Context: an optimization exercise on an open-source flow, tuned for small area and a short achievable clock period. The choices shown serve that exercise and are no tape-out recipe. Function was checked by simulation only, so behaviour that the tests miss may differ from the original. Power and IR drop assume default switching activity.

==> run a: inputs <==
Design fir_filter, start of the top module:
module fir_filter
#(
    parameter NUM_ELEMENTS = 7
)
(
    input clk,
    input rst,
    input [ 7 : 0 ] weight_data,
    input [ 2 : 0 ] weight_idx,
    input weight_valid,
    output weight_ready,
    input [ 7 : 0 ] input_data,
    input input_valid,
    output input_ready,
    output [ 15 : 0 ] output_data,
    input output_ready,
    output output_valid
);
Settings: LEC_CHECK=0, CAP_MARGIN=20, CORE_MARGIN=2, CORE_UTILIZATION=40, CTS_BUF_LIST=sky130_fd_sc_hd__clkbuf_4 sky130_fd_sc_hd__clkbuf_8, SLEW_MARGIN=20, SYNTH_HIERARCHICAL=1, SYNTH_MINIMUM_KEEP_SIZE=0; clock period 13.0 ns.
standard.sh (not shown) runs the stock make flow with config.mk's settings and CLKGATE_MAP_FILE= SYNTH_SCRIPT=/design/flow/synth_recipe.tcl, a recipe that flattens the netlist after the stock synthesis.
==> flow/flow/run.sh <==
#!/bin/bash
# Standard layout, with stronger port buffers and timing repair aimed past the clock period.
set -euo pipefail
export BUFFER_PORTS_ARGS="-buffer_cell ${PORTBUF:-sky130_fd_sc_hd__buf_2}"
export SETUP_SLACK_MARGIN=${MARGIN:-6.5}
bash standard.sh > standard.log 2>&1
==> run b (differences from run a) <==
--- a/flow/design.v
+++ b/flow/design.v
@@ -30,27 +30,41 @@
     reg [7:0] v1;
     reg [7:0] v2;
     reg [7:0] v3;
     reg [7:0] v4;
     reg [7:0] v5;
     wire [7:0] wdr = rst ? 8'd0 : weight_data;
     wire [7:0] wn0;
-    wmux m0 (.s(rst | (weight_valid && weight_idx == 3'd0)), .a(w0), .b(wdr), .y(wn0));
+    wire ld0 = rst | (weight_valid && weight_idx == 3'd0);
+    wire kp0 = ~rst & ~(weight_valid && weight_idx == 3'd0);
+    wsel m0 (.k(kp0), .l(ld0), .a(w0), .b(wdr), .y(wn0));
     wire [7:0] wn1;
-    wmux m1 (.s(rst | (weight_valid && weight_idx == 3'd1)), .a(w1), .b(wdr), .y(wn1));
+    wire ld1 = rst | (weight_valid && weight_idx == 3'd1);
+    wire kp1 = ~rst & ~(weight_valid && weight_idx == 3'd1);
+    wsel m1 (.k(kp1), .l(ld1), .a(w1), .b(wdr), .y(wn1));
     wire [7:0] wn2;
-    wmux m2 (.s(rst | (weight_valid && weight_idx == 3'd2)), .a(w2), .b(wdr), .y(wn2));
+    wire ld2 = rst | (weight_valid && weight_idx == 3'd2);
+    wire kp2 = ~rst & ~(weight_valid && weight_idx == 3'd2);
+    wsel m2 (.k(kp2), .l(ld2), .a(w2), .b(wdr), .y(wn2));
     wire [7:0] wn3;
-    wmux m3 (.s(rst | (weight_valid && weight_idx == 3'd3)), .a(w3), .b(wdr), .y(wn3));
+    wire ld3 = rst | (weight_valid && weight_idx == 3'd3);
+    wire kp3 = ~rst & ~(weight_valid && weight_idx == 3'd3);
+    wsel m3 (.k(kp3), .l(ld3), .a(w3), .b(wdr), .y(wn3));
     wire [7:0] wn4;
-    wmux m4 (.s(rst | (weight_valid && weight_idx == 3'd4)), .a(w4), .b(wdr), .y(wn4));
+    wire ld4 = rst | (weight_valid && weight_idx == 3'd4);
+    wire kp4 = ~rst & ~(weight_valid && weight_idx == 3'd4);
+    wsel m4 (.k(kp4), .l(ld4), .a(w4), .b(wdr), .y(wn4));
     wire [7:0] wn5;
-    wmux m5 (.s(rst | (weight_valid && weight_idx == 3'd5)), .a(w5), .b(wdr), .y(wn5));
+    wire ld5 = rst | (weight_valid && weight_idx == 3'd5);
+    wire kp5 = ~rst & ~(weight_valid && weight_idx == 3'd5);
+    wsel m5 (.k(kp5), .l(ld5), .a(w5), .b(wdr), .y(wn5));
     wire [7:0] wn6;
-    wmux m6 (.s(rst | (weight_valid && weight_idx == 3'd6)), .a(w6), .b(wdr), .y(wn6));
+    wire ld6 = rst | (weight_valid && weight_idx == 3'd6);
+    wire kp6 = ~rst & ~(weight_valid && weight_idx == 3'd6);
+    wsel m6 (.k(kp6), .l(ld6), .a(w6), .b(wdr), .y(wn6));
     always @(posedge clk) begin
         w0 <= wn0;
         w1 <= wn1;
         w2 <= wn2;
         w3 <= wn3;
         w4 <= wn4;
         w5 <= wn5;
@@ -787,15 +801,15 @@
     sel2 qp6_3_8 (.s(d6_3[2:1]), .a({x6[8], v5[7]}), .y(p6_3_8));
     wire p6_3_9 = ~(d6_3[2] & x6[9]);
     wire s97, c98;
     fa us97 (.a(p0_0_0), .b(p1_0_0), .c(p2_0_0), .s(s97), .co(c98));
     wire s99, c100;
     fa us99 (.a(p3_0_0), .b(p4_0_0), .c(p5_0_0), .s(s99), .co(c100));
     wire s101, c102;
-    fa1 us101 (.a(p0_0_1), .b(p1_0_1), .s(s101), .co(c102));
+    fa us101 (.a(1'b1), .b(p0_0_1), .c(p1_0_1), .s(s101), .co(c102));
     wire s103, c104;
     fa us103 (.a(p2_0_1), .b(p3_0_1), .c(p4_0_1), .s(s103), .co(c104));
     wire s105, c106;
     fa us105 (.a(p0_0_2), .b(p0_1_0), .c(p1_0_2), .s(s105), .co(c106));
     wire s107, c108;
     fa us107 (.a(p1_1_0), .b(p2_0_2), .c(p2_1_0), .s(s107), .co(c108));
     wire s109, c110;
@@ -807,15 +821,15 @@
     wire s115, c116;
     fa us115 (.a(p1_1_1), .b(p2_0_3), .c(p2_1_1), .s(s115), .co(c116));
     wire s117, c118;
     fa us117 (.a(p3_0_3), .b(p3_1_1), .c(p4_0_3), .s(s117), .co(c118));
     wire s119, c120;
     fa us119 (.a(p4_1_1), .b(p5_0_3), .c(p5_1_1), .s(s119), .co(c120));
     wire s121, c122;
-    fa1 us121 (.a(p0_0_4), .b(p0_1_2), .s(s121), .co(c122));
+    fa us121 (.a(1'b1), .b(p0_0_4), .c(p0_1_2), .s(s121), .co(c122));
     wire s123, c124;
     fa us123 (.a(p0_2_0), .b(p1_0_4), .c(p1_1_2), .s(s123), .co(c124));
     wire s125, c126;
     fa us125 (.a(p1_2_0), .b(p2_0_4), .c(p2_1_2), .s(s125), .co(c126));
     wire s127, c128;
     fa us127 (.a(p2_2_0), .b(p3_0_4), .c(p3_1_2), .s(s127), .co(c128));
     wire s129, c130;
@@ -835,15 +849,15 @@
     wire s143, c144;
     fa us143 (.a(p4_0_5), .b(p4_1_3), .c(p4_2_1), .s(s143), .co(c144));
     wire s145, c146;
     fa us145 (.a(p5_0_5), .b(p5_1_3), .c(p5_2_1), .s(s145), .co(c146));
     wire s147, c148;
     fa us147 (.a(p6_0_5), .b(p6_1_3), .c(p6_2_1), .s(s147), .co(c148));
     wire s149, c150;
-    fa1 us149 (.a(p0_0_6), .b(p0_1_4), .s(s149), .co(c150));
+    fa us149 (.a(1'b1), .b(p0_0_6), .c(p0_1_4), .s(s149), .co(c150));
     wire s151, c152;
     fa us151 (.a(p0_2_2), .b(p0_3_0), .c(p1_0_6), .s(s151), .co(c152));
     wire s153, c154;
     fa us153 (.a(p1_1_4), .b(p1_2_2), .c(p1_3_0), .s(s153), .co(c154));
     wire s155, c156;
     fa us155 (.a(p2_0_6), .b(p2_1_4), .c(p2_2_2), .s(s155), .co(c156));
     wire s157, c158;
@@ -889,15 +903,15 @@
     wire s197, c198;
     fa us197 (.a(p4_2_4), .b(p4_3_2), .c(p5_0_8), .s(s197), .co(c198));
     wire s199, c200;
     fa us199 (.a(p5_1_6), .b(p5_2_4), .c(p5_3_2), .s(s199), .co(c200));
     wire s201, c202;
     fa us201 (.a(p6_0_8), .b(p6_1_6), .c(p6_2_4), .s(s201), .co(c202));
     wire s203, c204;
-    fa1 us203 (.a(p0_0_9), .b(p0_1_7), .s(s203), .co(c204));
+    fa us203 (.a(1'b1), .b(p0_0_9), .c(p0_1_7), .s(s203), .co(c204));
     wire s205, c206;
     fa us205 (.a(p0_2_5), .b(p0_3_3), .c(p1_0_9), .s(s205), .co(c206));
     wire s207, c208;
     fa us207 (.a(p1_1_7), .b(p1_2_5), .c(p1_3_3), .s(s207), .co(c208));
     wire s209, c210;
     fa us209 (.a(p2_0_9), .b(p2_1_7), .c(p2_2_5), .s(s209), .co(c210));
     wire s211, c212;
@@ -907,15 +921,15 @@
     wire s215, c216;
     fa us215 (.a(p4_1_7), .b(p4_2_5), .c(p4_3_3), .s(s215), .co(c216));
     wire s217, c218;
     fa us217 (.a(p5_0_9), .b(p5_1_7), .c(p5_2_5), .s(s217), .co(c218));
     wire s219, c220;
     fa us219 (.a(p5_3_3), .b(p6_0_9), .c(p6_1_7), .s(s219), .co(c220));
     wire s221, c222;
-    fa1 us221 (.a(p0_1_8), .b(p0_2_6), .s(s221), .co(c222));
+    fa us221 (.a(1'b1), .b(p0_1_8), .c(p0_2_6), .s(s221), .co(c222));
     wire s223, c224;
     fa us223 (.a(p0_3_4), .b(p1_1_8), .c(p1_2_6), .s(s223), .co(c224));
     wire s225, c226;
     fa us225 (.a(p1_3_4), .b(p2_1_8), .c(p2_2_6), .s(s225), .co(c226));
     wire s227, c228;
     fa us227 (.a(p2_3_4), .b(p3_1_8), .c(p3_2_6), .s(s227), .co(c228));
     wire s229, c230;
@@ -935,39 +949,39 @@
     wire s243, c244;
     fa us243 (.a(p4_1_9), .b(p4_2_7), .c(p4_3_5), .s(s243), .co(c244));
     wire s245, c246;
     fa us245 (.a(p5_1_9), .b(p5_2_7), .c(p5_3_5), .s(s245), .co(c246));
     wire s247, c248;
     fa us247 (.a(p6_1_9), .b(p6_2_7), .c(p6_3_5), .s(s247), .co(c248));
     wire s249, c250;
-    fa1 us249 (.a(p0_2_8), .b(p0_3_6), .s(s249), .co(c250));
+    fa us249 (.a(1'b1), .b(p0_2_8), .c(p0_3_6), .s(s249), .co(c250));
     wire s251, c252;
     fa us251 (.a(p1_2_8), .b(p1_3_6), .c(p2_2_8), .s(s251), .co(c252));
     wire s253, c254;
     fa us253 (.a(p2_3_6), .b(p3_2_8), .c(p3_3_6), .s(s253), .co(c254));
     wire s255, c256;
     fa us255 (.a(p4_2_8), .b(p4_3_6), .c(p5_2_8), .s(s255), .co(c256));
     wire s257, c258;
     fa us257 (.a(p5_3_6), .b(p6_2_8), .c(p6_3_6), .s(s257), .co(c258));
     wire s259, c260;
-    fa1 us259 (.a(p0_2_9), .b(p0_3_7), .s(s259), .co(c260));
+    fa us259 (.a(1'b1), .b(p0_2_9), .c(p0_3_7), .s(s259), .co(c260));
     wire s261, c262;
     fa us261 (.a(p1_2_9), .b(p1_3_7), .c(p2_2_9), .s(s261), .co(c262));
     wire s263, c264;
     fa us263 (.a(p2_3_7), .b(p3_2_9), .c(p3_3_7), .s(s263), .co(c264));
     wire s265, c266;
     fa us265 (.a(p4_2_9), .b(p4_3_7), .c(p5_2_9), .s(s265), .co(c266));
     wire s267, c268;
     fa us267 (.a(p5_3_7), .b(p6_2_9), .c(p6_3_7), .s(s267), .co(c268));
     wire s269, c270;
     fa us269 (.a(p0_3_8), .b(p1_3_8), .c(p2_3_8), .s(s269), .co(c270));
     wire s271, c272;
     fa us271 (.a(p3_3_8), .b(p4_3_8), .c(p5_3_8), .s(s271), .co(c272));
     wire s273, c274;
-    fa1 us273 (.a(p0_3_9), .b(p1_3_9), .s(s273), .co(c274));
+    fa us273 (.a(1'b1), .b(p0_3_9), .c(p1_3_9), .s(s273), .co(c274));
     wire s275, c276;
     fa us275 (.a(p2_3_9), .b(p3_3_9), .c(p4_3_9), .s(s275), .co(c276));
     wire s277, c278;
     fa us277 (.a(s97), .b(s99), .c(p6_0_0), .s(s277), .co(c278));
     wire s279, c280;
     fa us279 (.a(c98), .b(c100), .c(s101), .s(s279), .co(c280));
     wire s281, c282;
@@ -1442,14 +1456,17 @@
     wire p2_7 = p1_7 & p1_3;
     wire g3_8 = g[8] | (p[8] & g2_7);
     wire p3_8 = p[8] & p2_7;
     wire g3_9 = g0_9 | (p0_9 & g2_7);
     wire p3_9 = p0_9 & p2_7;
     assign s = p ^ {g3_8, g2_7, g2_6, g2_5, g2_4, g1_3, g1_2, g0_1, g[0], 1'b0};
 endmodule
+module wsel (input k, input l, input [7:0] a, input [7:0] b, output [7:0] y);
+    assign y = (a & {8{k}}) | (b & {8{l}});
+endmodule
 module cpa (input [24:0] x, output [15:0] s);
     wire [15:0] a = {x[15], x[14], x[13], x[12], x[11], x[10], x[9], x[8], x[7], x[6], x[5], x[4], x[3], x[2], x[1], x[0]};
     wire [15:0] b = {x[24], x[23], x[22], x[21], x[20], x[19], x[18], x[17], x[16], 1'b0, 1'b0, 1'b0, 1'b0, 1'b0, 1'b0, 1'b0};
     wire [15:0] p = a ^ b;
     wire [15:0] g0 = a & b, p0 = p;
     wire [15:0] g1, p1, g2, p2, g3, p3, g4, p4;
     genvar i;
==> flow/flow/run.sh (replaced) <==
#!/bin/bash
# Standard layout, with stronger port buffers and timing repair aimed past the clock period.
set -euo pipefail
export BUFFER_PORTS_ARGS="-buffer_cell ${PORTBUF:-sky130_fd_sc_hd__buf_2}"
export SETUP_SLACK_MARGIN=${MARGIN:-6.6}
bash standard.sh > standard.log 2>&1
==> flow/config.mk (replaced) <==
export PLATFORM = sky130hd
export DESIGN_NAME = fir_filter
export DESIGN_NICKNAME = fir_filter
export VERILOG_FILES = /design/flow/design.v
export SDC_FILE = /design/flow/constraint.sdc
export NUM_CORES = 4
export LEC_CHECK = 0
export CAP_MARGIN = 20
export CORE_MARGIN = 2
export CORE_UTILIZATION = 40
export CTS_BUF_LIST = sky130_fd_sc_hd__clkbuf_8
export SLEW_MARGIN = 20
export SYNTH_HIERARCHICAL = 1
export SYNTH_MINIMUM_KEEP_SIZE = 0
==> run c (differences from run a) <==
--- a/flow/design.v
+++ b/flow/design.v
@@ -30,27 +30,41 @@
     reg [7:0] v1;
     reg [7:0] v2;
     reg [7:0] v3;
     reg [7:0] v4;
     reg [7:0] v5;
     wire [7:0] wdr = rst ? 8'd0 : weight_data;
     wire [7:0] wn0;
-    wmux m0 (.s(rst | (weight_valid && weight_idx == 3'd0)), .a(w0), .b(wdr), .y(wn0));
+    wire ld0 = rst | (weight_valid && weight_idx == 3'd0);
+    wire kp0 = ~rst & ~(weight_valid && weight_idx == 3'd0);
+    wsel m0 (.k(kp0), .l(ld0), .a(w0), .b(wdr), .y(wn0));
     wire [7:0] wn1;
-    wmux m1 (.s(rst | (weight_valid && weight_idx == 3'd1)), .a(w1), .b(wdr), .y(wn1));
+    wire ld1 = rst | (weight_valid && weight_idx == 3'd1);
+    wire kp1 = ~rst & ~(weight_valid && weight_idx == 3'd1);
+    wsel m1 (.k(kp1), .l(ld1), .a(w1), .b(wdr), .y(wn1));
     wire [7:0] wn2;
-    wmux m2 (.s(rst | (weight_valid && weight_idx == 3'd2)), .a(w2), .b(wdr), .y(wn2));
+    wire ld2 = rst | (weight_valid && weight_idx == 3'd2);
+    wire kp2 = ~rst & ~(weight_valid && weight_idx == 3'd2);
+    wsel m2 (.k(kp2), .l(ld2), .a(w2), .b(wdr), .y(wn2));
     wire [7:0] wn3;
-    wmux m3 (.s(rst | (weight_valid && weight_idx == 3'd3)), .a(w3), .b(wdr), .y(wn3));
+    wire ld3 = rst | (weight_valid && weight_idx == 3'd3);
+    wire kp3 = ~rst & ~(weight_valid && weight_idx == 3'd3);
+    wsel m3 (.k(kp3), .l(ld3), .a(w3), .b(wdr), .y(wn3));
     wire [7:0] wn4;
-    wmux m4 (.s(rst | (weight_valid && weight_idx == 3'd4)), .a(w4), .b(wdr), .y(wn4));
+    wire ld4 = rst | (weight_valid && weight_idx == 3'd4);
+    wire kp4 = ~rst & ~(weight_valid && weight_idx == 3'd4);
+    wsel m4 (.k(kp4), .l(ld4), .a(w4), .b(wdr), .y(wn4));
     wire [7:0] wn5;
-    wmux m5 (.s(rst | (weight_valid && weight_idx == 3'd5)), .a(w5), .b(wdr), .y(wn5));
+    wire ld5 = rst | (weight_valid && weight_idx == 3'd5);
+    wire kp5 = ~rst & ~(weight_valid && weight_idx == 3'd5);
+    wsel m5 (.k(kp5), .l(ld5), .a(w5), .b(wdr), .y(wn5));
     wire [7:0] wn6;
-    wmux m6 (.s(rst | (weight_valid && weight_idx == 3'd6)), .a(w6), .b(wdr), .y(wn6));
+    wire ld6 = rst | (weight_valid && weight_idx == 3'd6);
+    wire kp6 = ~rst & ~(weight_valid && weight_idx == 3'd6);
+    wsel m6 (.k(kp6), .l(ld6), .a(w6), .b(wdr), .y(wn6));
     always @(posedge clk) begin
         w0 <= wn0;
         w1 <= wn1;
         w2 <= wn2;
         w3 <= wn3;
         w4 <= wn4;
         w5 <= wn5;
@@ -787,15 +801,15 @@
     sel2 qp6_3_8 (.s(d6_3[2:1]), .a({x6[8], v5[7]}), .y(p6_3_8));
     wire p6_3_9 = ~(d6_3[2] & x6[9]);
     wire s97, c98;
     fa us97 (.a(p0_0_0), .b(p1_0_0), .c(p2_0_0), .s(s97), .co(c98));
     wire s99, c100;
     fa us99 (.a(p3_0_0), .b(p4_0_0), .c(p5_0_0), .s(s99), .co(c100));
     wire s101, c102;
-    fa1 us101 (.a(p0_0_1), .b(p1_0_1), .s(s101), .co(c102));
+    fa us101 (.a(1'b1), .b(p0_0_1), .c(p1_0_1), .s(s101), .co(c102));
     wire s103, c104;
     fa us103 (.a(p2_0_1), .b(p3_0_1), .c(p4_0_1), .s(s103), .co(c104));
     wire s105, c106;
     fa us105 (.a(p0_0_2), .b(p0_1_0), .c(p1_0_2), .s(s105), .co(c106));
     wire s107, c108;
     fa us107 (.a(p1_1_0), .b(p2_0_2), .c(p2_1_0), .s(s107), .co(c108));
     wire s109, c110;
@@ -807,15 +821,15 @@
     wire s115, c116;
     fa us115 (.a(p1_1_1), .b(p2_0_3), .c(p2_1_1), .s(s115), .co(c116));
     wire s117, c118;
     fa us117 (.a(p3_0_3), .b(p3_1_1), .c(p4_0_3), .s(s117), .co(c118));
     wire s119, c120;
     fa us119 (.a(p4_1_1), .b(p5_0_3), .c(p5_1_1), .s(s119), .co(c120));
     wire s121, c122;
-    fa1 us121 (.a(p0_0_4), .b(p0_1_2), .s(s121), .co(c122));
+    fa us121 (.a(1'b1), .b(p0_0_4), .c(p0_1_2), .s(s121), .co(c122));
     wire s123, c124;
     fa us123 (.a(p0_2_0), .b(p1_0_4), .c(p1_1_2), .s(s123), .co(c124));
     wire s125, c126;
     fa us125 (.a(p1_2_0), .b(p2_0_4), .c(p2_1_2), .s(s125), .co(c126));
     wire s127, c128;
     fa us127 (.a(p2_2_0), .b(p3_0_4), .c(p3_1_2), .s(s127), .co(c128));
     wire s129, c130;
@@ -835,15 +849,15 @@
     wire s143, c144;
     fa us143 (.a(p4_0_5), .b(p4_1_3), .c(p4_2_1), .s(s143), .co(c144));
     wire s145, c146;
     fa us145 (.a(p5_0_5), .b(p5_1_3), .c(p5_2_1), .s(s145), .co(c146));
     wire s147, c148;
     fa us147 (.a(p6_0_5), .b(p6_1_3), .c(p6_2_1), .s(s147), .co(c148));
     wire s149, c150;
-    fa1 us149 (.a(p0_0_6), .b(p0_1_4), .s(s149), .co(c150));
+    fa us149 (.a(1'b1), .b(p0_0_6), .c(p0_1_4), .s(s149), .co(c150));
     wire s151, c152;
     fa us151 (.a(p0_2_2), .b(p0_3_0), .c(p1_0_6), .s(s151), .co(c152));
     wire s153, c154;
     fa us153 (.a(p1_1_4), .b(p1_2_2), .c(p1_3_0), .s(s153), .co(c154));
     wire s155, c156;
     fa us155 (.a(p2_0_6), .b(p2_1_4), .c(p2_2_2), .s(s155), .co(c156));
     wire s157, c158;
@@ -889,15 +903,15 @@
     wire s197, c198;
     fa us197 (.a(p4_2_4), .b(p4_3_2), .c(p5_0_8), .s(s197), .co(c198));
     wire s199, c200;
     fa us199 (.a(p5_1_6), .b(p5_2_4), .c(p5_3_2), .s(s199), .co(c200));
     wire s201, c202;
     fa us201 (.a(p6_0_8), .b(p6_1_6), .c(p6_2_4), .s(s201), .co(c202));
     wire s203, c204;
-    fa1 us203 (.a(p0_0_9), .b(p0_1_7), .s(s203), .co(c204));
+    fa us203 (.a(1'b1), .b(p0_0_9), .c(p0_1_7), .s(s203), .co(c204));
     wire s205, c206;
     fa us205 (.a(p0_2_5), .b(p0_3_3), .c(p1_0_9), .s(s205), .co(c206));
     wire s207, c208;
     fa us207 (.a(p1_1_7), .b(p1_2_5), .c(p1_3_3), .s(s207), .co(c208));
     wire s209, c210;
     fa us209 (.a(p2_0_9), .b(p2_1_7), .c(p2_2_5), .s(s209), .co(c210));
     wire s211, c212;
@@ -907,15 +921,15 @@
     wire s215, c216;
     fa us215 (.a(p4_1_7), .b(p4_2_5), .c(p4_3_3), .s(s215), .co(c216));
     wire s217, c218;
     fa us217 (.a(p5_0_9), .b(p5_1_7), .c(p5_2_5), .s(s217), .co(c218));
     wire s219, c220;
     fa us219 (.a(p5_3_3), .b(p6_0_9), .c(p6_1_7), .s(s219), .co(c220));
     wire s221, c222;
-    fa1 us221 (.a(p0_1_8), .b(p0_2_6), .s(s221), .co(c222));
+    fa us221 (.a(1'b1), .b(p0_1_8), .c(p0_2_6), .s(s221), .co(c222));
     wire s223, c224;
     fa us223 (.a(p0_3_4), .b(p1_1_8), .c(p1_2_6), .s(s223), .co(c224));
     wire s225, c226;
     fa us225 (.a(p1_3_4), .b(p2_1_8), .c(p2_2_6), .s(s225), .co(c226));
     wire s227, c228;
     fa us227 (.a(p2_3_4), .b(p3_1_8), .c(p3_2_6), .s(s227), .co(c228));
     wire s229, c230;
@@ -935,39 +949,39 @@
     wire s243, c244;
     fa us243 (.a(p4_1_9), .b(p4_2_7), .c(p4_3_5), .s(s243), .co(c244));
     wire s245, c246;
     fa us245 (.a(p5_1_9), .b(p5_2_7), .c(p5_3_5), .s(s245), .co(c246));
     wire s247, c248;
     fa us247 (.a(p6_1_9), .b(p6_2_7), .c(p6_3_5), .s(s247), .co(c248));
     wire s249, c250;
-    fa1 us249 (.a(p0_2_8), .b(p0_3_6), .s(s249), .co(c250));
+    fa us249 (.a(1'b1), .b(p0_2_8), .c(p0_3_6), .s(s249), .co(c250));
     wire s251, c252;
     fa us251 (.a(p1_2_8), .b(p1_3_6), .c(p2_2_8), .s(s251), .co(c252));
     wire s253, c254;
     fa us253 (.a(p2_3_6), .b(p3_2_8), .c(p3_3_6), .s(s253), .co(c254));
     wire s255, c256;
     fa us255 (.a(p4_2_8), .b(p4_3_6), .c(p5_2_8), .s(s255), .co(c256));
     wire s257, c258;
     fa us257 (.a(p5_3_6), .b(p6_2_8), .c(p6_3_6), .s(s257), .co(c258));
     wire s259, c260;
-    fa1 us259 (.a(p0_2_9), .b(p0_3_7), .s(s259), .co(c260));
+    fa us259 (.a(1'b1), .b(p0_2_9), .c(p0_3_7), .s(s259), .co(c260));
     wire s261, c262;
     fa us261 (.a(p1_2_9), .b(p1_3_7), .c(p2_2_9), .s(s261), .co(c262));
     wire s263, c264;
     fa us263 (.a(p2_3_7), .b(p3_2_9), .c(p3_3_7), .s(s263), .co(c264));
     wire s265, c266;
     fa us265 (.a(p4_2_9), .b(p4_3_7), .c(p5_2_9), .s(s265), .co(c266));
     wire s267, c268;
     fa us267 (.a(p5_3_7), .b(p6_2_9), .c(p6_3_7), .s(s267), .co(c268));
     wire s269, c270;
     fa us269 (.a(p0_3_8), .b(p1_3_8), .c(p2_3_8), .s(s269), .co(c270));
     wire s271, c272;
     fa us271 (.a(p3_3_8), .b(p4_3_8), .c(p5_3_8), .s(s271), .co(c272));
     wire s273, c274;
-    fa1 us273 (.a(p0_3_9), .b(p1_3_9), .s(s273), .co(c274));
+    fa us273 (.a(1'b1), .b(p0_3_9), .c(p1_3_9), .s(s273), .co(c274));
     wire s275, c276;
     fa us275 (.a(p2_3_9), .b(p3_3_9), .c(p4_3_9), .s(s275), .co(c276));
     wire s277, c278;
     fa us277 (.a(s97), .b(s99), .c(p6_0_0), .s(s277), .co(c278));
     wire s279, c280;
     fa us279 (.a(c98), .b(c100), .c(s101), .s(s279), .co(c280));
     wire s281, c282;
@@ -1442,14 +1456,17 @@
     wire p2_7 = p1_7 & p1_3;
     wire g3_8 = g[8] | (p[8] & g2_7);
     wire p3_8 = p[8] & p2_7;
     wire g3_9 = g0_9 | (p0_9 & g2_7);
     wire p3_9 = p0_9 & p2_7;
     assign s = p ^ {g3_8, g2_7, g2_6, g2_5, g2_4, g1_3, g1_2, g0_1, g[0], 1'b0};
 endmodule
+module wsel (input k, input l, input [7:0] a, input [7:0] b, output [7:0] y);
+    assign y = (a & {8{k}}) | (b & {8{l}});
+endmodule
 module cpa (input [24:0] x, output [15:0] s);
     wire [15:0] a = {x[15], x[14], x[13], x[12], x[11], x[10], x[9], x[8], x[7], x[6], x[5], x[4], x[3], x[2], x[1], x[0]};
     wire [15:0] b = {x[24], x[23], x[22], x[21], x[20], x[19], x[18], x[17], x[16], 1'b0, 1'b0, 1'b0, 1'b0, 1'b0, 1'b0, 1'b0};
     wire [15:0] p = a ^ b;
     wire [15:0] g0 = a & b, p0 = p;
     wire [15:0] g1, p1, g2, p2, g3, p3, g4, p4;
     genvar i;
==> comparison <==
- Between run c and run b, the lower non-clock buffer count is in run c (gap 3).
- Global-route usage: run a > run b > run c.
- The highest power belongs to run b, the lowest to run c.
- Of run b and run c, run b has the higher critical path depth (gap 1).

[afterwards: timing with drivers on the ports]
No port has a modelled driver above. Below, the same layouts with a new extraction and two added sets of constraints.
Step 1 (the two cells are an assumption about what drives the block):
set clk [get_ports {clk}]
set_driving_cell -lib_cell sky130_fd_sc_hd__clkbuf_16 $clk
set_driving_cell -lib_cell sky130_fd_sc_hd__buf_2 [delete_from_list [all_inputs] $clk]
Step 2 adds t to the input delays and takes it off the output delays; t is the mean of the earliest and latest rising clock arrival at the registers after step 1. Input paths then give back, and output paths get back, about the clock's delay inside the block.
Slacks: no drivers / after step 1 / after step 2; pairs: no drivers / after step 1.
| run | t, ns | slack for setup (ns) | latest minus earliest clock arrival (ns) | slew at the worst register clock pin (ns) | worst data-port slew with drivers (ns) |
|---|---|---|---|---|---|
| run a | 0.548 | 6.572 / 6.577 / 6.047 | 0.019 / 0.019 | 0.11 / 0.11 | 0.03 |
| run b | 0.530 | 6.619 / 6.584 / 6.117 | 0.021 / 0.021 | 0.12 / 0.12 | 0.03 |
| run c | 0.531 | 6.551 / 6.529 / 6.051 | 0.022 / 0.022 | 0.12 / 0.12 | 0.03 |
After both steps every run listed still meets setup and hold. The setup slack of run a, which loses most, moves by +0.005 ns with the drivers and by -0.525 ns with both steps.
